Source: an optimization exercise on an open RTL-to-GDS flow (aim: small area). Production flows keep margins and buffers that such runs may drop.
The RTL was checked by simulation tests, not by an equivalence proof against the original design.
In runs 5 and 6 the design's own scripts or RTL, not TritonCTS, make the clock network.
The flow treats the clock pin as an ideal source. Dropping or thinning the clock tree relies on that and would not hold on a real chip.
Power and IR drop assume default switching activity.

## flow/flow/abc_area.script

```
strash
dch -f
map -a
mfs2
amap
topo
```

## flow/constraint.sdc

```tcl
create_clock -name core_clock -period 10.0 [get_ports {CLK_IN}]
set_input_delay 2.0000 -clock core_clock [delete_from_list [all_inputs] [get_ports {CLK_IN}]]
set_output_delay 2.0000 -clock core_clock [all_outputs]
set_load 0.01 [all_outputs]
```

## flow/flow/cts_args

```
-sink_clustering_enable -repair_clock_nets -dont_use_dummy_load -buf_list sky130_fd_sc_hd__clkbuf_8
```

## flow/config.mk

```make
export PLATFORM = sky130hd
export DESIGN_NAME = Watch
export DESIGN_NICKNAME = Watch
export VERILOG_FILES = /design/flow/design.v
export SDC_FILE = /design/flow/constraint.sdc
export NUM_CORES = 4
export LEC_CHECK = 0
export ABC_AREA = 1
export CAP_MARGIN = 20
export CORE_MARGIN = 2
export CORE_UTILIZATION = 40
export PLACE_DENSITY = 0.6
export SLEW_MARGIN = 20
```

## flow/design.v

```verilog
module Prescaler (clk_in, rst, tick_1Hz, tick_c, even);
input clk_in;
input rst;
output tick_1Hz;
output tick_c;
output even;
reg [14:0] pre;
wire [15:0] c;
assign c[0] = 1'b1;
genvar i;
generate for (i = 0; i < 15; i = i + 1) begin : g
	assign c[i+1] = c[i] & pre[i];
end endgenerate
always @(posedge clk_in)
	if (~rst) pre <= 15'h4000;
	else pre <= pre ^ c[14:0];
assign tick_1Hz = c[15];
assign tick_c = ~pre[2] & pre[1] & pre[0];    
assign even = ~pre[0];
endmodule
module Refresh (CLK_IN, RST, even, tick);
input CLK_IN;
input RST;
input even;
output tick;
reg [7:0] sr;
wire last = sr[0] & sr[1] & sr[3] & sr[6] & sr[7];
wire load = ~RST | last;
always @(posedge CLK_IN)
	if (load) sr <= 8'h03;
	else sr <= {sr[6:0], sr[4] ^ sr[7]};
assign tick = last & even;
endmodule
module Mux_Display (CLK_IN, RST, EN, S_HM, s0, s1, m0, m1, h0, h1, DISPLAY, EN_1, EN_2, EN_3, EN_4);
input CLK_IN;
input RST;
input EN;
input S_HM;
input [3:0] s0, m0, h0;
input [2:0] s1, m1;
input [1:0] h1;
output [6:0] DISPLAY;
output EN_1, EN_2, EN_3, EN_4;
reg [1:0] t;
reg [3:0] dig;
wire [1:0] cnt = (t == 2'd0) ? 2'd1 : (t == 2'd1) ? 2'd3 : (t == 2'd2 && dig[3]) ? 2'd2 : 2'd0;
reg [1:0] t_n;
reg [3:0] dig_n;
always @(*) begin
	if (~S_HM) begin
		if (cnt == 2'd0) begin t_n = 2'd0; dig_n = s0; end
		else             begin t_n = 2'd2; dig_n = {1'b0, s1}; end
	end else begin
		case (cnt)
			2'd0: begin t_n = 2'd0; dig_n = m0; end
			2'd1: begin t_n = 2'd2; dig_n = {1'b1, m1}; end
			2'd2: begin t_n = 2'd1; dig_n = h0; end
			default: begin t_n = 2'd3; dig_n = {2'b0, h1}; end
		endcase
	end
end
always @(posedge CLK_IN) begin
	if (~RST) begin
		t <= 2'd3;
		dig <= 4'd8;
	end else if (EN) begin
		t <= t_n;
		dig <= dig_n;
	end
end
wire blank = (t == 2'd3) & dig[3];
Display ds1 (.dig({dig[3] & ~t[1], dig[2:0]}), .blank(blank), .seg(DISPLAY));
assign EN_1 = ~(t == 2'd0);
assign EN_2 = ~(t == 2'd2);
assign EN_3 = ~(t == 2'd1);
assign EN_4 = ~((t == 2'd3) & ~dig[3]);
endmodule
module Timekeeper (CLK_IN, RST, tick, s0, s1, m0, m1, h0, h1);
input CLK_IN;
input RST;
input tick;
output reg [3:0] s0, m0, h0;
output reg [2:0] s1, m1;
output reg [1:0] h1;
wire c1 = tick & s0[3] & s0[0];           
wire c2 = c1 & s1[2] & s1[0];             
wire c3 = c2 & m0[3] & m0[0];             
wire c4 = c3 & m1[2] & m1[0];             
wire mid = c4 & h1[1] & h0[1] & h0[0];    
wire c5 = c4 & h0[3] & h0[0];             
wire clr = ~RST | mid;
always @(posedge CLK_IN) begin
	if (clr) begin
		s0 <= 0; s1 <= 0; m0 <= 0; m1 <= 0; h0 <= 0; h1 <= 0;
	end else begin
		if (tick) s0 <= c1 ? 4'd0 : s0 + 1'b1;
		if (c1) s1 <= c2 ? 3'd0 : s1 + 1'b1;
		if (c2) m0 <= c3 ? 4'd0 : m0 + 1'b1;
		if (c3) m1 <= c4 ? 3'd0 : m1 + 1'b1;
		if (c4) h0 <= c5 ? 4'd0 : h0 + 1'b1;
		if (c5) h1 <= h1 + 1'b1;
	end
end
endmodule
module Display (dig, blank, seg);
input [3:0] dig;
input blank;
output [6:0] seg;
wire [6:0] s =
	(dig == 4'd0) ? 7'b1000000 :
	(dig == 4'd1) ? 7'b1111001 :
	(dig == 4'd2) ? 7'b0100100 :
	(dig == 4'd3) ? 7'b0110000 :
	(dig == 4'd4) ? 7'b0011001 :
	(dig == 4'd5) ? 7'b0010010 :
	(dig == 4'd6) ? 7'b0000010 :
	(dig == 4'd7) ? 7'b1111000 :
	(dig == 4'd8) ? 7'b0000000 : 7'b0010000;
assign seg = blank ? 7'b1111111 : s;
endmodule
module Watch (CLK_IN, RST, N_F, S_HM, DISPLAY, DISPLAY_EN1, DISPLAY_EN2, DISPLAY_EN3, DISPLAY_EN4);
input 			CLK_IN;
input 			S_HM;
input 			N_F;
input 			RST;
output [6:0] 	DISPLAY;
output 		 	DISPLAY_EN1;
output 		 	DISPLAY_EN2;
output 		 	DISPLAY_EN3;
output 		 	DISPLAY_EN4;
wire tick_1hz, tick_fast, even, ref_tick;
wire [3:0] s0, m0, h0;
wire [2:0] s1, m1;
wire [1:0] h1;
Prescaler pr1 (.clk_in(CLK_IN), .rst(RST), .tick_1Hz(tick_1hz), .tick_c(tick_fast), .even(even));
Refresh rf1 (.CLK_IN(CLK_IN), .RST(RST), .even(even), .tick(ref_tick));
Timekeeper tk1 (.CLK_IN(CLK_IN), .RST(RST), .tick(N_F ? tick_1hz : tick_fast),
	.s0(s0), .s1(s1), .m0(m0), .m1(m1), .h0(h0), .h1(h1));
Mux_Display mx2 (.CLK_IN(CLK_IN), .RST(RST), .EN(ref_tick), .S_HM(S_HM),
	.s0(s0), .s1(s1), .m0(m0), .m1(m1), .h0(h0), .h1(h1),
	.DISPLAY(DISPLAY), .EN_1(DISPLAY_EN1), .EN_2(DISPLAY_EN2), .EN_3(DISPLAY_EN3), .EN_4(DISPLAY_EN4));
endmodule
```

## flow/standard.sh

```bash
#!/bin/bash
# synth_recipe.tcl (not shown) runs the flow's synth.tcl, then flattens the netlist and writes it again
# the make line also repeats each setting of config.mk as NAME=value (left out here)
make -C /OpenROAD-flow-scripts/flow DESIGN_CONFIG=/design/flow/config.mk WORK_HOME=/design/flow/orfs CLKGATE_MAP_FILE= SYNTH_SCRIPT=/design/flow/synth_recipe.tcl "${@:-finish}"
```

## flow/flow/run.sh

```bash
#!/bin/bash
# Own flow: the standard layout, with an area-only ABC mapping script for the
# combinational logic and single-strength port buffers.
set -euo pipefail
here=$(pwd)
rm -rf "$here/scripts_area"
cp -r "$FLOW_HOME/scripts" "$here/scripts_area"
cp "$here/flow/abc_area.script" "$here/scripts_area/abc_area.script"
bash standard.sh SCRIPTS_DIR="$here/scripts_area" ADDER_MAP_FILE= synth > "$here/synth.log" 2>&1
bash standard.sh BUFFER_PORTS_ARGS="-buffer_cell sky130_fd_sc_hd__buf_1" CTS_ARGS="$(cat "$here/flow/cts_args")" > "$here/layout.log" 2>&1
```

==> run summary, run 1 <==
final setup margin=approximately 5.4 ns; Post-synth EDFFs=0; HPWL Detailed=around 2800 um; WS Path Type=input port to flip-flop; I/O Buffers=14; synth warn=4; Reg clk slew, reported paths=0.07 ns; Most used DFF post-synth=dfxtp_1; Seq/Total Area, Yosys=49.37%; Die Y-Extent=around 74 um; Hold-fix buffers, CTS=0; xor/xnor share of the synthesized area=0%; Area growth, synth to finish=10.71%; Yosys cell types=29; Tot Pwr=around 0.31 mW; fin crit share=45.78%; Setup Viol. Count Final=0; Sequential Area=approximately 980 um^2; WP data arrival=~4.7 ns; unrepaired setup endpoints after global routing=no; Core Footprint=about 4800 um^2; Routed Antenna Nets=0; HP Class=flip-flop to flip-flop; Routed WL=roughly 3700 um; die area=roughly 5500 um^2; crit-path max FO=11; Setup crit end=tk1.m0[2]; Setup WS pre-CTS=5.082 ns; post-CTS resize count=0; P_leak=0.7292 nW; I/O pin cnt=15; Worst Setup Start Kind=input port; Vias/cell=around 5.1; most frequent cells in the layout=dfxtp_1, nor2_1, clkinv_1, nor3_1, buf_1; Final #Nets=roughly 270; TNS Setup=0 ns; post-synthesis compound-gate area fraction=around 17%; vias in the first global route=roughly 1500; Synth Area per Inst=between 8 and 9 um^2; WP data required=slightly above 10 ns; post-CTS setup buffers=0; RR Endpoint=tk1.m0[2]; Syn Std Cell Area=1987 um^2; Worst R2R Path Depth=19; Power Density=between 100 and 150 nW/um^2; routability cong.=around 0.77; gr usage total=between 10% and 20%; # fillers=504; num rows=25; Root Driver=clkbuf_8; Die Span X=between 70 and 80 um; measured slew at the worst slew-check pin=between 0.5 and 0.6 ns; Post-Syn Nets=around 250; clk latency of the worst-skew pair=~0.30 ns; FMAX=roughly 220 MHz; DRC=0; share of cells above drive strength 1=about 2.3%; combinational family with the most area after synthesis=simple AND/OR/NAND/NOR gates; Post-synth ARST share=0%; initial core utilization=a little over two fifths; initial antenna violation count=0; Synth Register Bits=49; simple-gate share of the synthesized area=a little over a quarter; RR Startpoint=pr1.pre[0]; placed insts=about 330; R2R Setup Slk=about 5.5 ns; minimum clock period=between 4 and 5 ns; Slew headroom=between 60% and 70%; drt wl/cell=around 11 um; # diodes=0; maxcap violations=0; TritonCTS clock tree=built; Worst VDD drop=just under 0.1 mV; TritonCTS Buffers=5; global-route wire length before repair=~6500 um; largest net degree at the start of global routing=17; final hold violations=0; Critical path origin=N_F; status=no timing/DRC/antenna violations; Worst Skew=~0.018 ns; Final Max Tran Viols=0; total number of H-tree levels=2; area of the multi-input gates=roughly 870 um^2; TritonCTS Sinks=49; Clock Tree Buf Depth=2; vias post-DR=around 1700; mux share of post-synthesis cell area=0%; commonest non-fill, non-tap cell in the layout=dfxtp_1; Syn Inst Count=between 200 and 250; Synth Area in Adders=0%; DR iter-0 viols=112; Non-Filler Instances=332; Pre-antenna DRT Iters=4; CP Capture Type=flip-flop; grt ovf=0
-- flip-flops by register name, indices dropped and copies added, names as in the netlist --
name	flops
tk1.m0	4
tk1.s0	4
rf1.sr	8
mx2.dig	4
pr1.pre	15
tk1.h1	2
tk1.s1	3
tk1.m1	3
mx2.t	2
tk1.h0	4
-- cells in the mapped netlist, types with 4 or more instances --
library cell | number | area share, %
a31oi_1 | 7 | 2.2
o21ai_0 | 13 | 3.3
nor2b_1 | 4 | 1.3
nand2_1 | 13 | 2.5
and3_1 | 12 | 3.8
or2_0 | 4 | 1.3
nand3_1 | 6 | 1.5
clkinv_1 | 35 | 6.6
dfxtp_1 | 49 | 49
nor3_1 | 25 | 6.3
o221ai_1 | 5 | 2.2
nor2_1 | 43 | 8.1
-- worst max-delay path, cell delays in order --
cell and delay [ns]:
buf_1 0.08, clkinv_1 0.06, o21ai_0 0.07, o21a_1 0.20, nand3_1 0.16, nor3_1 0.35, clkinv_1 0.14, nor3_1 0.42
nand3_1 0.20, clkinv_1 0.12, nand3_1 0.13, o21ai_1 0.45, buf_4 0.27, nor4b_1 0.07
-- where the power goes --
group / switching, mW / leakage (nW) / internal, mW
Combinational: 0.00599 / 0.296 / 0.00299
Clock: 0.0559 / 0.0359 / 0.0451
Sequential: 0.00166 / 0.397 / 0.198
-- metrics by stage --
| stage | hold WS, ns | utilization, % | instance area (um^2) |
|---|---|---|---|
| after detailed placement | 0.4240 | 44.82 | 2131 |
| after global placement | 0.4149 | 44.66 | 2123 |
| after global routing | 0.4635 | 46.26 | 2200 |
| final | 0.4230 | 46.26 | 2200 |
| after floorplan | 0.4041 | - | 1987 |
| after CTS | 0.4307 | 46.26 | 2200 |
-- worst min path at each step --
stage                   start   endpoint  slack, ns  depth (start not counted)
floorplan           rf1.sr[6]  rf1.sr[7]       0.40                          2
global placement    rf1.sr[6]  rf1.sr[7]       0.41                          2
detailed placement  rf1.sr[6]  rf1.sr[7]       0.42                          2
CTS                 rf1.sr[6]  rf1.sr[7]       0.43                          2
global route        rf1.sr[3]  rf1.sr[4]       0.46                          2
finish              rf1.sr[6]  rf1.sr[7]       0.42                          2
-- routing by layer --
| layer | up-vias | part of all wire, % | track usage, % |
|---|---|---|---|
| met4 | 0 | 0.99 | 4.762 |
| li1 | 912 | - | - |
| met5 | - | 0 | 0 |
| met3 | 4 | 5.5 | 4.065 |
| met1 | 739 | 51 | 20.20 |
| met2 | 32 | 42 | 23.99 |
-- cells by family after synthesis --
logic type	after synthesis
AO/OA/AOI/OAI	48
buffers and inverters	35
flip-flops	49
AND/OR/NAND/NOR	113
-- layout make-up --
type	count	share of cell area (%)
well taps	67	3.811
flip-flops and latches	49	44.60
inverters	35	5.973
multi-input cells	161	39.76
clock buffers	5	3.129
repair buffers	15	2.730
==> run 2: changes to the inputs <==
==> flow/flow/run.sh (replaced) <==
#!/bin/bash
set -euo pipefail
here=$(pwd)
rm -rf "$here/scripts_area"
cp -r "$FLOW_HOME/scripts" "$here/scripts_area"
cp "$here/flow/abc_area.script" "$here/scripts_area/abc_area.script"
bash standard.sh SCRIPTS_DIR="$here/scripts_area" ADDER_MAP_FILE= synth > "$here/synth.log" 2>&1
knobs=(BUFFER_PORTS_ARGS="-buffer_cell sky130_fd_sc_hd__buf_1" CTS_ARGS="$(cat "$here/flow/cts_args")")
bash standard.sh "${knobs[@]}" cts > "$here/layout_to_cts.log" 2>&1
res="$here/orfs/results/$FLOW_PLATFORM/Watch/base"
IN_DB="$res/4_cts.odb" OUT_DB="$res/4_cts_unrooted.odb" CLK_PORT=CLK_IN \
  openroad -no_init -exit "$here/flow/unroot.tcl" > "$here/unroot.log" 2>&1
mv "$res/4_cts_unrooted.odb" "$res/4_cts.odb"
bash standard.sh "${knobs[@]}" > "$here/layout_from_cts.log" 2>&1
==> flow/flow/unroot.tcl (new file) <==
read_db $::env(IN_DB)
set block [ord::get_db_block]
set clk [$block findNet $::env(CLK_PORT)]
set loads {}
foreach it [$clk getITerms] { lappend loads $it }
if {[llength $loads] != 1} { puts "UNROOT: clock port has [llength $loads] loads, left as is"; write_db $::env(OUT_DB); exit }
set root [[lindex $loads 0] getInst]
set master [[$root getMaster] getName]
if {![string match "*clkbuf*" $master]} { puts "UNROOT: root is $master, left as is"; write_db $::env(OUT_DB); exit }
set out_net ""
foreach it [$root getITerms] {
  if {[$it isOutputSignal]} { set out_net [$it getNet] }
}
set leaves {}
foreach it [$out_net getITerms] {
  if {[$it getInst] != $root} { lappend leaves $it }
}
set ok 1
foreach it $leaves {
  if {![string match "*clkbuf*" [[[$it getInst] getMaster] getName]]} { set ok 0 }
}
if {!$ok || [llength $leaves] > 4} { puts "UNROOT: [llength $leaves] loads after the root, left as is"; write_db $::env(OUT_DB); exit }
foreach it $leaves {
  $it disconnect
  $it connect $clk
}
puts "UNROOT: removed root [$root getName] ($master), [llength $leaves] leaf buffers on the clock port"
odb::dbInst_destroy $root
odb::dbNet_destroy $out_net
write_db $::env(OUT_DB)
==> run 2 against run 1 <==
Combinational power barely moved. Hold slack hardly changed. Flip-flop and latch count stayed put. Register-to-register slack is essentially flat.
==> run summary, run 2 <==
die area=5547 um^2 (unchanged); Die Span X=74.48 um (unchanged); routability cong.=0.7687 (unchanged); Die Y-Extent=74.48 um (unchanged); register share of total power=68.4% (+4.0 points); most frequent cells in the layout=dfxtp_1, nor2_1, clkinv_1, nor3_1, buf_1; final hold violations=0 (unchanged); vias in the first global route=1479 (-0.74%); Routed Antenna Nets=0 (unchanged); measured slew at the worst slew-check pin=0.5368 ns (+0.01800 ns); drt wl/cell=10.96 um (-0.33%); WP data required=10.00 ns (-0.15 ns); Syn Std Cell Area=1987 um^2 (unchanged); max FFs per register=15 (unchanged); Seq/Total Area, Yosys=49.37% (unchanged); top post-synthesis cells by count=dfxtp_1, nor2_1, clkinv_1; largest net degree at the start of global routing=17 (unchanged); TritonCTS Sinks=49 (unchanged); clk latency of the worst-skew pair=0.15 ns (-0.15 ns); Crit path largest cell delay=0.47 ns (+0.02 ns); Routed WL=3627 um (-0.63%); Yosys top cell by area=dfxtp_1; Synth Register Bits=49 (unchanged); sw frac=18.64% (-1.9 points); WS Path Type=input port to flip-flop; Post-synth ARST share=0% (unchanged); Most used DFF post-synth=dfxtp_1; NetSw=0.05439 mW (-14%); Worst path slowest cell=o21ai_1; HPWL Detailed=2824 um (unchanged); Area growth, synth to finish=10.01%; Final #Nets=270 (-0.37%); top post-synthesis cells by area=dfxtp_1, nor2_1, clkinv_1; final core occ=45.97% (-0.29 points); Sequential Area=980.9 um^2 (unchanged); Buf/Inv on CP=5 (unchanged); I/O pin cnt=15 (unchanged); share of cells above drive strength 1=1.894% (-0.37 points); Post-Syn Nets=249 (unchanged); DRC=0 (unchanged); Yosys cell types=29 (unchanged); Pre-antenna DRT Iters=4 (unchanged); most flop-heavy register=pr1.pre; crit-path max FO=11 (unchanged); TNS Setup=0 ns (unchanged); GRT busiest layer=met2; Worst VDD drop=0.09681 mV (+0.28%); post-CTS resize count=0 (unchanged); Final Max Tran Viols=0 (unchanged); final setup margin=5.260 ns (-0.1619 ns); FMAX=211.0 MHz (-3.4%); CP Capture Type=flip-flop; # fillers=505 (+0.20%); status=no timing/DRC/antenna violations; Setup WS pre-CTS=5.082 ns (unchanged); # diodes=0 (unchanged); Post-synth EDFFs=0 (unchanged); Power Density=133.5 nW/um^2 (-5.1%); Pint=0.2373 mW (-3.5%); Vias/cell=5.091 (+0.18%); post-CTS setup buffers=0 (unchanged); global-route wire length before repair=6465 um (-0.52%); unrepaired setup endpoints after global routing=no; Synth Area per Inst=8.110 um^2 (unchanged); DR iter-0 viols=120 (+7.1%); worst hold-check slack=0.4230 ns (-0.00003900 ns); gr usage total=14.80% (-0.34 points); Worst Setup Start Kind=input port; Hold-fix buffers, CTS=0 (unchanged); commonest non-fill, non-tap cell in the layout=dfxtp_1; placed insts=327 (unchanged); vias post-DR=1685 (-0.12%); biggest regs=pr1.pre: 15 flops, rf1.sr: 8 flops; maxcap violations=0 (unchanged); Reg clk slew, reported paths=0.07 ns (about the same); Worst Skew=0.01811 ns (+0.0005311 ns); delay-heaviest family, CP=simple AND/OR/NAND/NOR gates; Syn Inst Count=245 (unchanged); HP Class=flip-flop to flip-flop; initial antenna violation count=0 (unchanged); area of the multi-input gates=874.6 um^2 (unchanged); share of the synthesized area in the top cell type=49.37% (unchanged); Core Footprint=4755 um^2 (unchanged); num rows=25 (unchanged); WP data arrival=4.74 ns (about the same); top-count cell post-synth=dfxtp_1; GR Layer Usage met3=3.252% (-0.81 points); Combinational Power Share=3.1% (+0.2 points); critical-path cell list=buf_1 -> clkinv_1 -> o21ai_0 -> o21a_1 -> nand3_1 -> nor3_1 -> clkinv_1 -> nor3_1 -> nand3_1 -> clkinv_1 -> nand3_1 -> o21ai_1 -> buf_4 -> nor4b_1; Non-Filler Instances=331 (-0.30%); clock network power share=28.6% (-4.1 points); minimum clock period=4.740 ns (+0.1619 ns); initial core utilization=41.79% (unchanged); routing usage on met1=20.20% (unchanged); Slew headroom=63.97% (-1.2 points); I/O Buffers=14 (unchanged); met2 usage=23.99% (unchanged); fin crit share=47.40% (+1.6 points); P_leak=0.7220 nW (-0.99%); grt ovf=0 (unchanged); synth warn=4 (unchanged); Setup Viol. Count Final=0 (unchanged)
-- run 2: logic make-up after synthesis --
group | after synthesis | share of synthesized area, %
compound gates | 48 | 17.19
buf+inv | 35 | 6.612
flops | 49 | 49.37
simple gates | 113 | 26.83
-- run 2: per-stage QoR --
step | cell area (um^2) | power, mW
finish | 2186 | 0.2917
global route | 2186 | 0.3042
detailed placement | 2131 | 0.2131
global placement | 2123 | 0.2128
CTS | 2200 | 0.3155
floorplan | 1987 | 0.2096
-- run 2: final timing paths --
check                  start   endpoint  slack [ns]  cells after the start
setup / recovery         N_F  tk1.m0[2]        5.26                     14
hold reg to reg    rf1.sr[6]  rf1.sr[7]        0.42                      2
setup reg to reg  pr1.pre[0]  tk1.m0[2]        5.44                     19
hold / removal     rf1.sr[6]  rf1.sr[7]        0.42                      2
-- run 2: worst reg2reg max path: cells and delay by family, from the launching register on --
kind                   cells  cell delay (ns)
AND/OR/NAND/NOR           14             2.87
AO/OA/AOI/OAI              2             0.65
buffers and inverters      3             0.54
flip-flops                 1             0.37
-- run 2: power by group through the flow --
stage | registers, mW | logic (mW) | clock network [mW]
after CTS | 0.199 | 0.00911 | 0.107
after global placement | 0.204 | 0.00879 | 0
after floorplan | 0.204 | 0.00606 | 0
after global routing | 0.200 | 0.0103 | 0.0940
final | 0.199 | 0.00897 | 0.0833
after detailed placement | 0.204 | 0.00907 | 0
-- run 2: layout make-up --
type | instances | area share [%]
clock buffers | 4 | 2.519
flip-flops and latches | 49 | 44.88
inverters | 35 | 6.010
multi-input cells | 161 | 40.01
well taps | 67 | 3.835
repair buffers | 15 | 2.748
-- run 2: per-layer routing --
| layer | wire (um) | vias up |
|---|---|---|
| li1 | - | 912 |
| met1 | 1895 | 739 |
| met2 | 1519 | 30 |
| met3 | 169 | 4 |
| met4 | 42 | 0 |
| met5 | 0 | - |
==> run 3: changes to the inputs <==
--- a/flow/config.mk
+++ b/flow/config.mk
@@ -9,5 +9,6 @@
 export CAP_MARGIN = 20
 export CORE_MARGIN = 2
 export CORE_UTILIZATION = 40
+export GPL_TIMING_DRIVEN = 0
 export PLACE_DENSITY = 0.6
 export SLEW_MARGIN = 20
==> run 3 against run 2 <==
Critical path depth decreased by 1. Via count down 0.18%. Largest power group unchanged. Combinational power decreased by 1%. Sequential share of layout area grew 0.077 points. Still clean. Global-route usage rose by 0.080 points. Routed wire length rose by 1.2%. Die area stayed put. Total power decreased by 0.24%. Register-to-register slack worse by 0.11 ns. Count of clock-buffer cells in the layout unchanged. Non-clock buffer count fell by 1.
==> run summary, run 3 <==
gr usage total=14.88% (+0.080 points); Worst Skew=0.03104 ns (+0.01292 ns); most frequent cells in the layout=dfxtp_1, nor2_1, clkinv_1, nor3_1, buf_1; grt ovf=0 (unchanged); HPWL Detailed=2792 um (-1.1%); vias in the first global route=1479 (unchanged); Pint=0.2372 mW (about the same); maxcap violations=0 (unchanged); Routed Antenna Nets=0 (unchanged); biggest regs=pr1.pre: 15 flops, rf1.sr: 8 flops; Combinational Power Share=3.1% (about the same); max FFs per register=15 (unchanged); Power Density=133.4 nW/um^2 (about the same); crit-path max FO=18 (+7); initial antenna violation count=0 (unchanged); die area=5547 um^2 (unchanged); final hold violations=0 (unchanged); unrepaired setup endpoints after global routing=no; HP Start=rf1.sr[6]; register share of total power=68.5% (about the same); RR Startpoint=pr1.pre[0]; clk latency of the worst-skew pair=0.15 ns (about the same); Seq/Total Area, Yosys=49.37% (unchanged); Die Span X=74.48 um (unchanged); top-count cell post-synth=dfxtp_1; Post-synth EDFFs=0 (unchanged); TritonCTS Sinks=49 (unchanged); NetSw=0.05385 mW (-0.98%); global-route wire length before repair=6492 um (+0.42%); I/O pin cnt=15 (unchanged); share of the synthesized area in the top cell type=49.37% (unchanged); Yosys cell types=29 (unchanged); DRC=0 (unchanged); # diodes=0 (unchanged); Die Y-Extent=74.48 um (unchanged); vias post-DR=1682 (-0.18%); Post-Syn Nets=249 (unchanged); minimum clock period=4.835 ns (+0.09555 ns); Synth Register Bits=49 (unchanged); Core Footprint=4755 um^2 (unchanged); Setup Viol. Count Final=0 (unchanged); Yosys top cell by area=dfxtp_1; worst hold-check slack=0.4263 ns (+0.003351 ns); Vias/cell=5.097 (+0.12%); Most used DFF post-synth=dfxtp_1; top post-synthesis cells by area=dfxtp_1, nor2_1, clkinv_1; largest net degree at the start of global routing=19 (+2); Syn Std Cell Area=1987 um^2 (unchanged); WP data arrival=4.82 ns (+0.08 ns); fin crit share=48.35% (+0.96 points); Final #Nets=269 (-0.37%); sw frac=18.50% (-0.14 points); RR Endpoint=tk1.h0[2]; WS Path Type=input port to flip-flop; top post-synthesis cells by count=dfxtp_1, nor2_1, clkinv_1; num rows=25 (unchanged); post-CTS resize count=0 (unchanged); P_leak=0.7186 nW (-0.48%); Post-synth ARST share=0% (unchanged); share of cells above drive strength 1=1.901% (+0.0072 points); Slew headroom=51.95% (-12 points); Non-Filler Instances=330 (-0.30%); Hold-fix buffers, CTS=0 (unchanged); CP Capture Type=flip-flop; FMAX=206.8 MHz (-2.0%); commonest non-fill, non-tap cell in the layout=dfxtp_1; Hold Path Cell Cnt=2 (unchanged); Hold Path Sink=rf1.sr[7]; drt wl/cell=11.12 um (+1.5%); Worst Setup Start Kind=input port; Pre-antenna DRT Iters=4 (unchanged); measured slew at the worst slew-check pin=0.7206 ns (+0.1838 ns); TNS Setup=0 ns (unchanged); post-CTS setup buffers=0 (unchanged); Routed WL=3669 um (+1.2%); Synth Area per Inst=8.110 um^2 (unchanged); Area growth, synth to finish=9.824%; R2R Setup Slk=5.33 ns (-0.11 ns); initial core utilization=41.79% (unchanged); Reg clk slew, reported paths=0.07 ns (about the same); Worst VDD drop=0.08282 mV (-14%); most flop-heavy register=pr1.pre; Syn Inst Count=245 (unchanged); final setup margin=5.165 ns (-0.09555 ns); routability cong.=0.8078 (+5.1%); HP Class=flip-flop to flip-flop; Worst R2R Path Depth=18 (-1); synth warn=4 (unchanged); Final Max Tran Viols=0 (unchanged); status=no timing/DRC/antenna violations; I/O Buffers=14 (unchanged); clock network power share=28.4% (-0.2 points); WP data required=9.98 ns (-0.02 ns); placed insts=326 (-0.31%); Setup WS pre-CTS=4.930 ns (-0.1523 ns); DR iter-0 viols=117 (-2.5%)
## run 3: area by class of cell
cell class                 count  area [um^2]
sequential                    49        980.9
timing repair buffer          14        52.55
clock buffer                   4        55.05
multi-input combinational    161        878.3
fill                         501         2572
inverter                      35        131.4
tap                           67        83.83
## run 3: power groups by stage
stage | combinational, mW | sequential, mW | clock [mW]
after floorplan | 0.00606 | 0.204 | 0
after detailed placement | 0.00905 | 0.204 | 0
after global placement | 0.00884 | 0.204 | 0
final | 0.00888 | 0.199 | 0.0827
after CTS | 0.00910 | 0.199 | 0.108
after global routing | 0.0104 | 0.200 | 0.0946
## run 3: cells by family after synthesis
group	count (synthesis)	share of synthesized area, %
DFF	49	49.37
buffers and inverters	35	6.612
AOI/OAI and AO/OA	48	17.19
and+or+nand+nor	113	26.83
## run 3: worst max path at each step
stage,start,endpoint,slack [ns],cells past startpoint
after floorplan,N_F,tk1.h0[2],5.09,12
after global placement,N_F,tk1.h0[2],3.95,13
after detailed placement,N_F,tk1.h0[2],4.93,13
after CTS,N_F,tk1.h0[2],5.26,13
after global routing,N_F,tk1.h0[2],4.70,13
final,N_F,tk1.h0[2],5.16,13
## run 3: through the flow
step	area [um^2]	total power, mW	util (%)
after floorplan	1987	0.2096	-
after global placement	2123	0.2128	44.66
after detailed placement	2127	0.2131	44.74
after CTS	2196	0.3167	46.18
after global routing	2182	0.3048	45.89
final	2182	0.2910	45.89
## run 3: routing by layer
| metal | vias to the layer above | track usage [%] | part of all wire, % |
|---|---|---|---|
| li1 | 897 | - | - |
| met1 | 757 | 20.10 | 51 |
| met2 | 22 | 23.80 | 44 |
| met3 | 6 | 2.439 | 3.4 |
| met4 | 0 | 5.952 | 1.9 |
| met5 | - | 0 | 0 |
## run 3: worst max-delay path, cell delays in order
cell and delay (ns):
buf_1 0.08, clkinv_1 0.08, o21ai_0 0.09, o21a_1 0.20, nand3_1 0.16, nor3_1 0.35, clkinv_1 0.15, nor3_1 0.46
nand3_1 0.20, clkinv_1 0.13, nand3_1 0.15, o21ai_2 0.60, a2111oi_0 0.15
==> run 4: changes to the inputs <==
--- a/flow/design.v
+++ b/flow/design.v
@@ -62,14 +62,13 @@
 always @(posedge CLK_IN) begin
 	if (~RST) begin
 		t <= 2'd3;
-		dig <= 4'd8;
+		dig <= 4'd12;
 	end else if (EN) begin
 		t <= t_n;
 		dig <= dig_n;
 	end
 end
-wire blank = (t == 2'd3) & dig[3];
-Display ds1 (.dig({dig[3] & ~t[1], dig[2:0]}), .blank(blank), .seg(DISPLAY));
+Display ds1 (.dig({dig[3] & (t != 2'd2), dig[2:0]}), .seg(DISPLAY));
 assign EN_1 = ~(t == 2'd0);
 assign EN_2 = ~(t == 2'd2);
 assign EN_3 = ~(t == 2'd1);
@@ -102,11 +101,10 @@
 	end
 end
 endmodule
-module Display (dig, blank, seg);
+module Display (dig, seg);
 input [3:0] dig;
-input blank;
 output [6:0] seg;
-wire [6:0] s =
+assign seg =
 	(dig == 4'd0) ? 7'b1000000 :
 	(dig == 4'd1) ? 7'b1111001 :
 	(dig == 4'd2) ? 7'b0100100 :
@@ -115,8 +113,8 @@
 	(dig == 4'd5) ? 7'b0010010 :
 	(dig == 4'd6) ? 7'b0000010 :
 	(dig == 4'd7) ? 7'b1111000 :
-	(dig == 4'd8) ? 7'b0000000 : 7'b0010000;
-assign seg = blank ? 7'b1111111 : s;
+	(dig == 4'd8) ? 7'b0000000 :
+	(dig == 4'd9) ? 7'b0010000 : 7'b1111111;
 endmodule
 module Watch (CLK_IN, RST, N_F, S_HM, DISPLAY, DISPLAY_EN1, DISPLAY_EN2, DISPLAY_EN3, DISPLAY_EN4);
 input 			CLK_IN;
==> run 4 against run 3 <==
Non-clock buffer count is the same. Combinational power is essentially flat. Worst setup slack lost 0.56 ns. Maximum frequency shrank 10%. Final area shrank 0.17%. Global-route usage grew 0.21 points. Clock power grew 2%. Cell count shrank 0.30%. First-iteration DRC count grew 0.85%. Sequential power is essentially flat. Largest cell class unchanged. Largest power group unchanged.
==> run summary, run 4 <==
measured slew at the worst slew-check pin=0.7418 ns (+0.02118 ns); Post-Syn Nets=248 (-0.40%); WS Path Type=input port to flip-flop; delay-heaviest family, CP=simple AND/OR/NAND/NOR gates; Yosys cell types=28 (-3.4%); Area growth, synth to finish=9.842% (about the same); Worst Skew=0.02101 ns (-0.01003 ns); synth warn=4 (unchanged); Routed Antenna Nets=0 (unchanged); maxcap violations=0 (unchanged); critical-path cell list=buf_1 -> clkinv_1 -> o21ai_0 -> o21ai_0 -> nor3_1 -> clkinv_1 -> nor3_1 -> clkinv_1 -> nor3_1 -> and3_1 -> nand3_1 -> o21ai_2 -> a221oi_1; post-CTS setup buffers=0 (unchanged); Die Span X=74.41 um (about the same); TNS Setup=0 ns (unchanged); top post-synthesis cells by count=dfxtp_1, nor2_1, clkinv_1; TritonCTS Sinks=49 (unchanged); grt ovf=0 (unchanged); clk latency of the worst-skew pair=0.15 ns (about the same); Die Y-Extent=74.41 um (about the same); post-synthesis compound-gate area fraction=18.04% (+0.85 points); fin crit share=53.92% (+5.6 points); Most used DFF post-synth=dfxtp_1; I/O Buffers=14 (unchanged); WP data arrival=5.38 ns (+0.56 ns); vias post-DR=1707 (+1.5%); unrepaired setup endpoints after global routing=no; minimum clock period=5.392 ns (+0.5562 ns); status=no timing/DRC/antenna violations; CP Capture Type=flip-flop; DR iter-0 viols=118 (+0.85%); gr usage total=15.10% (+0.21 points); final core occ=45.82% (-0.079 points); largest net degree at the start of global routing=19 (unchanged); global-route wire length before repair=6499 um (+0.11%); I/O pin cnt=15 (unchanged); Worst path slowest cell=o21ai_2; Seq/Total Area, Yosys=49.46% (+0.093 points); # diodes=0 (unchanged); Syn Std Cell Area=1983 um^2 (-0.19%); Post-synth EDFFs=0 (unchanged); Post-synth ARST share=0% (unchanged); HPWL Detailed=2824 um (+1.1%); Hold-fix buffers, CTS=0 (unchanged); xor/xnor share of the synthesized area=0% (unchanged); die area=5537 um^2 (-0.19%); top post-synthesis cells by area=dfxtp_1, nor2_1, clkinv_1; vias in the first global route=1497 (+1.2%); Slew headroom=50.54% (-1.4 points); Crit path largest cell delay=0.61 ns (about the same); drt wl/cell=11.30 um (+1.6%); share of the synthesized area in the top cell type=49.46% (+0.093 points); Core Footprint=4755 um^2 (unchanged); Reg clk slew, reported paths=0.09 ns (+0.02 ns); Vias/cell=5.188 (+1.8%); FMAX=185.5 MHz (-10%); Routed WL=3718 um (+1.3%); HP Class=flip-flop to flip-flop; mux share of post-synthesis cell area=0% (unchanged); simple-gate share of the synthesized area=25.30% (-1.5 points); P_leak=0.7560 nW (+5.2%); biggest regs=pr1.pre: 15 flops, rf1.sr: 8 flops; combinational family with the most area after synthesis=simple AND/OR/NAND/NOR gates; Setup Viol. Count Final=0 (unchanged); Buf/Inv on CP=4 (unchanged); Syn Inst Count=244 (-0.41%); # fillers=493 (-1.6%); Power Density=134.4 nW/um^2 (+0.76%); post-CTS resize count=0 (unchanged); DRC=0 (unchanged); num rows=25 (unchanged); routability cong.=0.7386 (-8.6%); initial core utilization=41.71% (-0.079 points); commonest non-fill, non-tap cell in the layout=dfxtp_1; Final Max Tran Viols=0 (unchanged); Worst VDD drop=0.08374 mV (+1.1%); most flop-heavy register=pr1.pre; final hold violations=0 (unchanged); Worst Setup Start Kind=input port; most frequent cells in the layout=dfxtp_1, nor2_1, clkinv_1, nor3_1, and3_1; share of cells above drive strength 1=1.908% (+0.0073 points); Final #Nets=268 (-0.37%); WP data required=9.98 ns (about the same); top-count cell post-synth=dfxtp_1; Pre-antenna DRT Iters=5 (+1); crit-path max FO=18 (unchanged); Synth Register Bits=49 (unchanged); Synth Area per Inst=8.128 um^2 (+0.22%); Yosys top cell by area=dfxtp_1; initial antenna violation count=0 (unchanged); Synth Area in Adders=0% (unchanged); max FFs per register=15 (unchanged)
## run 4: cells by family (layout without fill, tap and decap cells)
group | count (synthesis) | count (layout)
AOI/OAI and AO/OA | 50 | 50
DFF | 49 | 49
buffers and inverters | 38 | 56
and+or+nand+nor | 107 | 107
## run 4: final cells by class
type	count	area, um^2	area share [%]
clock buffers	4	55.05	2.527
inverters	38	142.6	6.548
multi-input cells	157	863.3	39.63
flip-flops and latches	49	980.9	45.03
well taps	67	83.83	3.848
repair buffers	14	52.55	2.412
## run 4: final timing paths
path	from	endpoint	slack [ns]	cells after the start
max	N_F	tk1.m0[0]	4.61	13
min	rf1.sr[3]	rf1.sr[4]	0.44	2
max reg2reg	pr1.pre[0]	tk1.m0[0]	4.77	18
min reg2reg	rf1.sr[3]	rf1.sr[4]	0.44	2
## run 4: routing by layer
layer	global-route usage [%]	up-vias	routed length, um
met3	3.794	3	131
met2	25.27	24	1698
met5	0	-	0
met1	19.66	774	1857
li1	-	906	-
met4	3.571	0	31
## run 4: worst reg2reg max path, delay by kind of cell (launching register included)
| family | cells | cell delay, ns |
|---|---|---|
| compound gates | 3 | 0.90 |
| simple gates | 13 | 3.37 |
| buf+inv | 2 | 0.40 |
| flops | 1 | 0.37 |
## run 4: power by group
group | switching [mW] | internal, mW | total [mW]
clock network | 0.0478 | 0.0366 | 0.0844
logic | 0.00616 | 0.00270 | 0.00886
registers | 0.00173 | 0.198 | 0.199
## run 4: through the flow
step           setup WS [ns]  total power, mW  hold slack [ns]  cell area (um^2)  std cells
2_1_floorplan          4.827           0.2096           0.4041              1983        244
3_3_place_gp           3.556           0.2129           0.4213              2120        325
3_5_place_dp           4.450           0.2131           0.4231              2123        325
4_1_cts                4.732           0.3167           0.4439              2192        330
5_1_grt                4.048           0.3065           0.4651              2178        329
6_report               4.608           0.2927           0.4356              2178        329
==> run 5: changes to the inputs <==
==> flow/flow/run.sh (replaced) <==
#!/bin/bash
# Own flow: the standard layout, with
#  - an area-only ABC mapping script for the combinational logic (and no
#    half/full-adder cells, which the mapper cannot resize away),
#  - single-strength port buffers,
#  - the clock tree rebuilt after CTS as one level of leaf buffers driven by the
#    clock port (flow/reclk.tcl), falling back to CTS's tree without its root
#    buffer (flow/unroot.tcl).
set -euo pipefail
here=$(pwd)
rm -rf "$here/scripts_area"
cp -r "$FLOW_HOME/scripts" "$here/scripts_area"
cp "$here/flow/abc_area.script" "$here/scripts_area/abc_area.script"
bash standard.sh SCRIPTS_DIR="$here/scripts_area" ADDER_MAP_FILE= synth > "$here/synth.log" 2>&1
knobs=(BUFFER_PORTS_ARGS="-buffer_cell sky130_fd_sc_hd__buf_1" CTS_ARGS="$(cat "$here/flow/cts_args")")
bash standard.sh "${knobs[@]}" cts > "$here/layout_to_cts.log" 2>&1
res="$here/orfs/results/$FLOW_PLATFORM/Watch/base"
plat="$FLOW_HOME/platforms/$FLOW_PLATFORM"
if LIB="$plat/lib/sky130_fd_sc_hd__tt_025C_1v80.lib" PLATFORM_DIR="$plat" \
   IN_DB="$res/4_cts.odb" IN_SDC="$res/4_cts.sdc" OUT_DB="$res/4_cts_new.odb" CLK_PORT=CLK_IN \
   LEAF_BUFS="sky130_fd_sc_hd__clkbuf_4 sky130_fd_sc_hd__clkbuf_8 sky130_fd_sc_hd__clkbuf_16" SLEW_LIMIT=0.120 \
   openroad -no_init -exit "$here/flow/reclk.tcl" > "$here/reclk.log" 2>&1; then
  mv "$res/4_cts_new.odb" "$res/4_cts.odb"
else
  IN_DB="$res/4_cts.odb" OUT_DB="$res/4_cts_new.odb" CLK_PORT=CLK_IN \
    openroad -no_init -exit "$here/flow/unroot.tcl" > "$here/unroot.log" 2>&1
  mv "$res/4_cts_new.odb" "$res/4_cts.odb"
fi
bash standard.sh "${knobs[@]}" > "$here/layout_from_cts.log" 2>&1
==> flow/flow/reclk.tcl (new file) <==
read_liberty $::env(LIB)
read_db $::env(IN_DB)
read_sdc $::env(IN_SDC)
source $::env(PLATFORM_DIR)/setRC.tcl
set block [ord::get_db_block]
set clk [$block findNet $::env(CLK_PORT)]
set limit $::env(SLEW_LIMIT)

# the tree CTS built: buffers reached from the clock port, and the register pins
proc tree {net} {
  set bufs {}; set sinks {}
  foreach it [$net getITerms] {
    if {[$it isOutputSignal]} continue
    set inst [$it getInst]
    if {[string match "*clkbuf*" [[$inst getMaster] getName]]} {
      lappend bufs $inst
      foreach o [$inst getITerms] {
        if {[$o isOutputSignal]} {
          lassign [tree [$o getNet]] b s
          set bufs [concat $bufs $b]; set sinks [concat $sinks $s]
        }
      }
    } else {
      lappend sinks $it
    }
  }
  return [list $bufs $sinks]
}
lassign [tree $clk] oldbufs sinks
set oldarea 0
foreach b $oldbufs { set oldarea [expr {$oldarea + [[$b getMaster] getWidth] * [[$b getMaster] getHeight]}] }
puts "RECLK: CTS tree has [llength $oldbufs] buffers, [llength $sinks] register clock pins"

proc kmeans {pts k} {
  # pts: list of {x y}; deterministic start: spread along the sorted x order
  set n [llength $pts]
  set sorted [lsort -real -index 0 $pts]
  set cs {}
  for {set i 0} {$i < $k} {incr i} { lappend cs [lindex $sorted [expr {int(($i + 0.5) * $n / $k)}]] }
  for {set it 0} {$it < 50} {incr it} {
    set asg {}
    foreach p $pts {
      set best -1; set bd 1e30
      for {set j 0} {$j < $k} {incr j} {
        lassign [lindex $cs $j] cx cy
        set d [expr {abs([lindex $p 0] - $cx) + abs([lindex $p 1] - $cy)}]
        if {$d < $bd} { set bd $d; set best $j }
      }
      lappend asg $best
    }
    set ncs {}
    for {set j 0} {$j < $k} {incr j} {
      set sx 0; set sy 0; set c 0
      foreach p $pts a $asg { if {$a == $j} { set sx [expr {$sx + [lindex $p 0]}]; set sy [expr {$sy + [lindex $p 1]}]; incr c } }
      if {$c == 0} { lappend ncs [lindex $cs $j] } else { lappend ncs [list [expr {$sx / $c}] [expr {$sy / $c}]] }
    }
    set cs $ncs
  }
  return [list $asg $cs]
}

set pts {}
foreach s $sinks {
  set inst [$s getInst]
  lassign [$inst getLocation] x y
  lappend pts [list [expr {$x + [[$inst getMaster] getWidth] / 2.0}] [expr {$y + [[$inst getMaster] getHeight] / 2.0}]]
}

# tear down the CTS tree, keep the register pins on the clock net for now
proc teardown {clk bufs sinks} {
  foreach s $sinks { $s disconnect; $s connect $clk }
  foreach b $bufs {
    foreach o [$b getITerms] {
      if {[$o isOutputSignal]} { set n [$o getNet]; $o disconnect; if {$n ne "NULL" && $n ne ""} { odb::dbNet_destroy $n } }
    }
    odb::dbInst_destroy $b
  }
}
proc build {block clk bufm sinks pts k} {
  lassign [kmeans $pts $k] asg cs
  set made {}
  for {set j 0} {$j < $k} {incr j} {
    set inst [odb::dbInst_create $block $bufm "clkleaf_$j"]
    lassign [lindex $cs $j] cx cy
    $inst setLocation [expr {int($cx - [$bufm getWidth] / 2.0)}] [expr {int($cy - [$bufm getHeight] / 2.0)}]
    $inst setPlacementStatus PLACED
    set net [odb::dbNet_create $block "clknet_leaf_$j"]
    $net setSigType CLOCK
    [$inst findITerm A] connect $clk
    [$inst findITerm X] connect $net
    foreach s $sinks a $asg { if {$a == $j} { $s disconnect; $s connect $net } }
    lappend made $inst
  }
  return $made
}
proc worst_slew {sinks} {
  estimate_parasitics -placement
  set w 0
  foreach s $sinks {
    set pin [get_pins [[$s getInst] getName]/[[$s getMTerm] getName]]
    set v [get_property $pin slew_max]
    if {$v > $w} { set w $v }
  }
  return $w
}

# candidate trees, smallest buffer area first
set cands {}
foreach name $::env(LEAF_BUFS) {
  set m [[ord::get_db] findMaster $name]
  for {set k 1} {$k <= 4} {incr k} {
    lappend cands [list [expr {$k * [$m getWidth] * [$m getHeight]}] $m $k]
  }
}
set cands [lsort -real -index 0 $cands]
set done 0
teardown $clk $oldbufs $sinks
foreach c $cands {
  lassign $c area m k
  if {$area >= $oldarea} break
  set made [build $block $clk $m $sinks $pts $k]
  detailed_placement
  set w [worst_slew $sinks]
  puts "RECLK: $k x [$m getName], worst register clock slew [format %.1f [expr {$w * 1e3}]] ps"
  if {$w <= $limit} { set done 1; break }
  teardown $clk $made $sinks
}
if {!$done} {
  puts "RECLK: no smaller tree under the slew limit; keeping the CTS tree"
  exit 1
}
detailed_placement
check_placement
write_db $::env(OUT_DB)
puts "RECLK: wrote [llength $made] leaf buffers"
==> run 5 against run 4 <==
Still clean on timing, DRC and antenna. Utilization down 0.29 points. Final area fell by 0.63%. Worst setup slack improved by 0.011 ns. Largest cell class unchanged.
==> run summary, run 5 <==
Final #Nets=267 (-0.37%); minimum clock period=5.381 ns (-0.01060 ns); die area=5537 um^2 (unchanged); largest net degree at the start of global routing=19 (unchanged); commonest non-fill, non-tap cell in the layout=dfxtp_1; critical-path cell list=buf_1 -> clkinv_1 -> o21ai_0 -> o21ai_0 -> nor3_1 -> clkinv_1 -> nor3_1 -> clkinv_1 -> nor3_1 -> and3_1 -> nand3_1 -> o21ai_2 -> a221oi_1; Worst VDD drop=0.09536 mV (+14%); final hold violations=0 (unchanged); vias post-DR=1701 (-0.35%); Hold Path Cell Cnt=2 (unchanged); clk latency of the worst-skew pair=0.15 ns (about the same); Yosys cell types=28 (unchanged); Post-synth EDFFs=0 (unchanged); final core occ=45.53% (-0.29 points); P_leak=0.7488 nW (-0.95%); Post-Syn Nets=248 (unchanged); top post-synthesis cells by count=dfxtp_1, nor2_1, clkinv_1; routability cong.=0.7386 (unchanged); Most used DFF post-synth=dfxtp_1; gr usage total=14.98% (-0.11 points); Power Density=130.8 nW/um^2 (-2.7%); Die Y-Extent=74.41 um (unchanged); top post-synthesis cells by area=dfxtp_1, nor2_1, clkinv_1; Slew headroom=50.85% (+0.31 points); R2R Setup Slk=4.76 ns (about the same); RR Endpoint=tk1.m0[0]; biggest regs=pr1.pre: 15 flops, rf1.sr: 8 flops; TritonCTS Sinks=49 (unchanged); Yosys top cell by area=dfxtp_1; Worst Skew=0.005595 ns (-0.01541 ns); num rows=25 (unchanged); Area growth, synth to finish=9.148%; post-CTS resize count=0 (unchanged); Pre-antenna DRT Iters=7 (+2); RR Startpoint=pr1.pre[0]; global-route wire length before repair=6499 um (unchanged); Non-Filler Instances=328 (-0.30%); register share of total power=70.5% (+2.4 points); grt ovf=0 (unchanged); max FFs per register=15 (unchanged); unrepaired setup endpoints after global routing=no; share of the synthesized area in the top cell type=49.46% (unchanged); Crit path largest cell delay=0.60 ns (about the same); WP data required=10.00 ns (+0.02 ns); top-count cell post-synth=dfxtp_1; initial antenna violation count=0 (unchanged); Setup Viol. Count Final=0 (unchanged); Seq/Total Area, Yosys=49.46% (unchanged); Post-synth ARST share=0% (unchanged); Worst Setup Start Kind=input port; worst hold-check slack=0.4410 ns (+0.005384 ns); share of cells above drive strength 1=1.533% (-0.38 points); WS Path Type=input port to flip-flop; status=no timing/DRC/antenna violations; Synth Area per Inst=8.128 um^2 (unchanged); drt wl/cell=11.38 um (+0.74%); Die Span X=74.41 um (unchanged); CP Capture Type=flip-flop; fin crit share=53.81% (-0.11 points); Syn Std Cell Area=1983 um^2 (unchanged); Sequential Area=980.9 um^2 (unchanged); initial core utilization=41.71% (unchanged); DRC=0 (unchanged); area of the multi-input gates=863.3 um^2 (unchanged); TNS Setup=0 ns (unchanged); delay-heaviest family, CP=simple AND/OR/NAND/NOR gates; Routed Antenna Nets=0 (unchanged); Tot Pwr=0.2831 mW (-3.3%); Vias/cell=5.186 (about the same); most frequent cells in the layout=dfxtp_1, nor2_1, clkinv_1, nor3_1, and3_1; post-CTS setup buffers=0 (unchanged); DR iter-0 viols=114 (-3.4%); Synth Register Bits=49 (unchanged); maxcap violations=0 (unchanged); placed insts=325 (unchanged); Core Footprint=4755 um^2 (unchanged); sw frac=19.37% (+0.35 points); measured slew at the worst slew-check pin=0.7372 ns (-0.004643 ns); Combinational Power Share=3.1% (about the same); Worst path slowest cell=o21ai_2; clock network power share=26.4% (-2.4 points); Hold Path Sink=rf1.sr[4]; NetSw=0.05483 mW (-1.5%); Buf/Inv on CP=4 (unchanged); WP data arrival=5.38 ns (about the same); FMAX=185.8 MHz (+0.20%); Worst R2R Path Depth=18 (unchanged); Syn Inst Count=244 (unchanged); Reg clk slew, reported paths=0.10 ns (about the same); Final Max Tran Viols=0 (unchanged); # diodes=0 (unchanged); Hold-fix buffers, CTS=0 (unchanged); I/O Buffers=14 (unchanged); # fillers=485 (-1.6%); Routed WL=3734 um (+0.43%); synth warn=4 (unchanged); I/O pin cnt=15 (unchanged); HP Start=rf1.sr[3]; crit-path max FO=18 (unchanged); most flop-heavy register=pr1.pre; vias in the first global route=1486 (-0.73%); Pint=0.2283 mW (-3.7%); HP Class=flip-flop to flip-flop; HPWL Detailed=2824 um (unchanged)
run 5: cell counts after synthesis:
Identical to the previous run, type by type.
run 5: through the flow:
step                      worst slack [ns]  area [um^2]
after floorplan                      4.827         1983
after global placement               3.556         2120
after detailed placement             4.450         2123
after CTS                            4.732         2192
after global routing                 4.069         2165
final                                4.619         2165
run 5: final cells by class:
cell class	count	share of cell area, %
Multi-Input combinational cell	157	39.88
Inverter	38	6.590
Timing Repair Buffer	14	2.428
Sequential cell	49	45.32
Tap cell	67	3.873
Buffer	3	1.908
run 5: layer usage:
metal | GRT usage [%] | part of all wire [%]
met5 | 0 | 0
met2 | 24.58 | 46
met1 | 20.42 | 50
met3 | 2.575 | 3.1
met4 | 4.167 | 0.78
run 5: cells by family (layout without fill, tap and decap cells):
family	after synthesis	in the layout	share of synthesized area, %
AO/OA/AOI/OAI	50	50	18.04
buffers and inverters	38	55	7.193
flip-flops	49	49	49.46
AND/OR/NAND/NOR	107	107	25.30
run 5: worst reg2reg max path: stages (launching register included):
cell      delay [ns]
dfxtp_1         0.37
nand2_1         0.10
nor2b_1         0.20
and3_1          0.22
and3_1          0.20
and3_1          0.20
and3_1          0.22
and3_1          0.23
and3_1          0.19
o21ai_0         0.16
nor3_1          0.49
clkinv_1        0.22
nor3_1          0.39
clkinv_1        0.20
nor3_1          0.45
and3_1          0.37
nand3_1         0.15
o21ai_2         0.60
a221oi_1        0.12
run 5: how the worst max path moves through the flow:
stage | from | endpoint | slack, ns | cells past startpoint
2_1_floorplan | N_F | tk1.m0[2] | 4.83 | 12
3_3_place_gp | N_F | tk1.s1[0] | 3.56 | 13
3_5_place_dp | N_F | tk1.m0[0] | 4.45 | 13
4_1_cts | pr1.pre[0] | tk1.m0[0] | 4.73 | 18
5_1_grt | N_F | tk1.m0[0] | 4.07 | 13
6_report | N_F | tk1.m0[0] | 4.62 | 13
run 5: power by group through the flow:
| stage | Combinational, mW | Sequential (mW) | Clock (mW) |
|---|---|---|---|
| 2_1_floorplan | 0.00601 | 0.204 | 0 |
| 3_3_place_gp | 0.00887 | 0.204 | 0 |
| 3_5_place_dp | 0.00902 | 0.204 | 0 |
| 4_1_cts | 0.00903 | 0.199 | 0.108 |
| 5_1_grt | 0.0102 | 0.200 | 0.0866 |
| 6_report | 0.00884 | 0.200 | 0.0747 |
==> run 6: changes to the inputs <==
--- a/flow/design.v
+++ b/flow/design.v
@@ -104,17 +104,27 @@
 module Display (dig, seg);
 input [3:0] dig;
 output [6:0] seg;
-assign seg =
-	(dig == 4'd0) ? 7'b1000000 :
-	(dig == 4'd1) ? 7'b1111001 :
-	(dig == 4'd2) ? 7'b0100100 :
-	(dig == 4'd3) ? 7'b0110000 :
-	(dig == 4'd4) ? 7'b0011001 :
-	(dig == 4'd5) ? 7'b0010010 :
-	(dig == 4'd6) ? 7'b0000010 :
-	(dig == 4'd7) ? 7'b1111000 :
-	(dig == 4'd8) ? 7'b0000000 :
-	(dig == 4'd9) ? 7'b0010000 : 7'b1111111;
+reg [6:0] s;
+always @(*)
+	case (dig)
+		4'd0: s = 7'b1000000;
+		4'd1: s = 7'b1111001;
+		4'd2: s = 7'b0100100;
+		4'd3: s = 7'b0110000;
+		4'd4: s = 7'b0011001;
+		4'd5: s = 7'b0010010;
+		4'd6: s = 7'b0000010;
+		4'd7: s = 7'b1111000;
+		4'd8: s = 7'b0000000;
+		4'd9: s = 7'b0010000;
+		4'd10: s = 7'b1111110;
+		4'd11: s = 7'b1111110;
+		4'd12: s = 7'b1111111;
+		4'd13: s = 7'b1111110;
+		4'd14: s = 7'b1111111;
+		4'd15: s = 7'b1111110;
+	endcase
+assign seg = s;
 endmodule
 module Watch (CLK_IN, RST, N_F, S_HM, DISPLAY, DISPLAY_EN1, DISPLAY_EN2, DISPLAY_EN3, DISPLAY_EN4);
 input 			CLK_IN;
==> run 6 against run 5 <==
Flip-flop and latch count stayed put. Still clean on timing, DRC and antenna. Total power hardly changed. Die area is 0.17% lower. Worst setup slack better by 0.70 ns. Register-to-register slack better by 0.60 ns. Clock skew is 0.0015 ns higher. Global-route usage hardly changed. Sequential power hardly changed.
==> run summary, run 6 <==
Slew headroom=46.39% (-4.5 points); share of the synthesized area in the top cell type=49.56% (+0.094 points); Routed WL=3810 um (+2.0%); WS Path Type=input port to flip-flop; status=no timing/DRC/antenna violations; TritonCTS Sinks=49 (unchanged); Final #Nets=267 (unchanged); Power Density=130.8 nW/um^2 (about the same); post-CTS resize count=0 (unchanged); largest net degree at the start of global routing=18 (-1); HPWL Detailed=2841 um (+0.62%); global-route wire length before repair=6444 um (-0.85%); xor/xnor share of the synthesized area=0% (unchanged); Vias/cell=5.076 (-2.1%); num rows=25 (unchanged); Syn Std Cell Area=1979 um^2 (-0.19%); Setup WS pre-CTS=5.116 ns (+0.6658 ns); Worst Setup Start Kind=input port; RR Startpoint=pr1.pre[0]; Yosys top cell by area=dfxtp_1; combinational family with the most area after synthesis=simple AND/OR/NAND/NOR gates; Cell Area, Placed=2116 um^2 (-0.35%); commonest non-fill, non-tap cell in the layout=dfxtp_1; vias in the first global route=1509 (+1.5%); final setup margin=5.320 ns (+0.7006 ns); Worst Skew=0.007123 ns (+0.001527 ns); Pre-antenna DRT Iters=4 (-3); minimum clock period=4.680 ns (-0.7006 ns); Hold-fix buffers, CTS=0 (unchanged); I/O pin cnt=15 (unchanged); Seq/Total Area, Yosys=49.56% (+0.094 points); Core Footprint=4755 um^2 (unchanged); grt ovf=0 (unchanged); CP Capture Type=flip-flop; Post-synth EDFFs=0 (unchanged); share of cells above drive strength 1=1.533% (unchanged); P_leak=0.7451 nW (-0.49%); clock network power share=26.4% (about the same); Pint=0.2283 mW (about the same); Sequential Area=980.9 um^2 (unchanged); maxcap violations=0 (unchanged); register share of total power=70.5% (about the same); HP Class=flip-flop to flip-flop; gr usage total=14.96% (-0.023 points); TNS Setup=0 ns (unchanged); Area growth, synth to finish=9.292%; Die Span X=74.35 um (about the same); final core occ=45.50% (about the same); Post-Syn Nets=248 (unchanged); mux share of post-synthesis cell area=0% (unchanged); initial core utilization=41.63% (-0.079 points); Setup Viol. Count Final=0 (unchanged); drt wl/cell=11.62 um (+2.0%); DR iter-0 viols=113 (-0.88%); Finished Cell Area=2163 um^2 (about the same); # diodes=0 (unchanged); Synth Area per Inst=8.112 um^2 (-0.19%); Yosys cell types=28 (unchanged); clk latency of the worst-skew pair=0.16 ns (about the same); final hold violations=0 (unchanged); vias post-DR=1665 (-2.1%); Most used DFF post-synth=dfxtp_1; fin crit share=46.80% (-7.0 points); post-CTS setup buffers=0 (unchanged); die area=5527 um^2 (-0.17%); Synth Register Bits=49 (unchanged); Combinational Power Share=3.0% (about the same); Worst VDD drop=0.08699 mV (-8.8%); most flop-heavy register=pr1.pre; Critical path origin=N_F; routability cong.=0.8006 (+8.4%); sw frac=19.34% (-0.029 points); Synth Area in Adders=0% (unchanged); initial antenna violation count=0 (unchanged); DRC=0 (unchanged); simple-gate share of the synthesized area=27.50% (+2.2 points); post-synthesis compound-gate area fraction=17.07% (-0.98 points); synth warn=5 (+1); WP data arrival=4.69 ns (-0.69 ns); max FFs per register=15 (unchanged); Reg clk slew, reported paths=0.10 ns (about the same); I/O Buffers=14 (unchanged); top-count cell post-synth=dfxtp_1; area of the multi-input gates=888.4 um^2 (+2.9%); Post-synth ARST share=0% (unchanged); NetSw=0.05474 mW (-0.16%); WP data required=10.01 ns (about the same); most frequent cells in the layout=dfxtp_1, nor2_1, clkinv_1, nor3_1, nand2_1; measured slew at the worst slew-check pin=0.7973 ns (+0.06009 ns); unrepaired setup endpoints after global routing=no; Final Max Tran Viols=0 (unchanged); Routed Antenna Nets=0 (unchanged); HP Start=rf1.sr[2]; Tot Pwr=0.2830 mW (about the same); crit-path max FO=17 (-1); FMAX=213.7 MHz (+15%); top post-synthesis cells by count=dfxtp_1, nor2_1, clkinv_1; Die Y-Extent=74.35 um (about the same); biggest regs=pr1.pre: 15 flops, rf1.sr: 8 flops; # fillers=504 (+3.9%); top post-synthesis cells by area=dfxtp_1, nor2_1, clkinv_1; Syn Inst Count=244 (unchanged)
-- run 6: per-layer routing --
metal | up-vias | global-route usage, % | part of all wire (%)
li1 | 890 | - | -
met1 | 746 | 20.74 | 52
met2 | 24 | 23.21 | 43
met3 | 5 | 2.439 | 3.3
met4 | 0 | 6.349 | 1.7
met5 | - | 0 | 0
-- run 6: cells by family (layout without fill, tap and decap cells) --
logic type | after synthesis | count (layout)
buffers and inverters | 31 | 48
AO/OA/AOI/OAI | 49 | 49
AND/OR/NAND/NOR | 115 | 115
flip-flops | 49 | 49
-- run 6: cell type report --
type / instances / share of cell area, %
Buffer: 3 / 1.909
Inverter: 31 / 5.379
Timing Repair Buffer: 14 / 2.429
Sequential cell: 49 / 45.34
Tap cell: 67 / 3.875
Multi-Input combinational cell: 164 / 41.06
-- run 6: power by group through the flow --
stage | sequential [mW] | clock (mW) | combinational (mW)
6_report | 0.200 | 0.0748 | 0.00862
5_1_grt | 0.200 | 0.0868 | 0.00994
4_1_cts | 0.199 | 0.108 | 0.00868
3_5_place_dp | 0.204 | 0 | 0.00869
3_3_place_gp | 0.204 | 0 | 0.00867
2_1_floorplan | 0.204 | 0 | 0.00607
-- run 6: path summary, 6_finish.rpt --
kind              cells past startpoint         to  slack [ns]
setup reg to reg                     19  tk1.m0[2]        5.36
hold reg to reg                       1  rf1.sr[3]        0.45
hold / removal                        1  rf1.sr[3]        0.45
setup / recovery                     13  tk1.m0[2]        5.32
-- run 6: critical path, cell delays in order --
cell      delay [ns]
buf_1           0.07
clkinv_1        0.07
o21ai_0         0.07
o21a_1          0.25
nand3_1         0.18
nor3_1          0.38
clkinv_1        0.20
nor3_1          0.53
nand3_1         0.18
nor2_1          0.25
a21oi_1         0.12
clkinv_1        0.29
nor4b_1         0.10
-- run 6: stage by stage --
step,instances,hold slack (ns)
detailed placement,325,0.4285
CTS,330,0.4516
global placement,325,0.4198
floorplan,244,0.4138
global route,328,0.4675
finish,328,0.4494

[what the ideal ports hide]
The results above use ideal ports. As a check the final layouts listed here were re-extracted and re-timed, cells and wires unchanged. Step 1, drivers: a clkbuf_16 drives CLK_IN and a buf_2 each remaining input, both assumed. Step 2 adds t to the input delays and takes it off the output delays; t is the mean of the earliest and latest rising clock arrival at the registers after step 1. Input paths then give back, and output paths get back, about the clock's delay inside the block. Slacks: ideal / step 1 / step 2; pairs: ideal / step 1.
| run | t (ns) | slack for setup (ns) | hold slack, ns |
|---|---|---|---|
| run 1 | 0.314 | 5.422 / 5.427 / 5.113 | 0.423 / 0.423 / 0.423 |
| run 2 | 0.189 | 5.260 / 5.289 / 5.100 | 0.423 / 0.423 / 0.423 |
| run 3 | 0.192 | 5.165 / 5.196 / 5.005 | 0.426 / 0.426 / 0.426 |
| run 4 | 0.189 | 4.608 / 4.636 / 4.447 | 0.436 / 0.436 / 0.436 |
| run 5 | 0.196 | 4.619 / 4.640 / 4.445 | 0.441 / 0.441 / 0.441 |
| run 6 | 0.200 | 5.320 / 5.345 / 5.145 | 0.449 / 0.449 / 0.449 |
After both steps setup and hold are still met in every run listed. For run 1, which loses most, drivers alone change the setup slack by +0.005 ns; drivers and shift together by -0.309 ns.
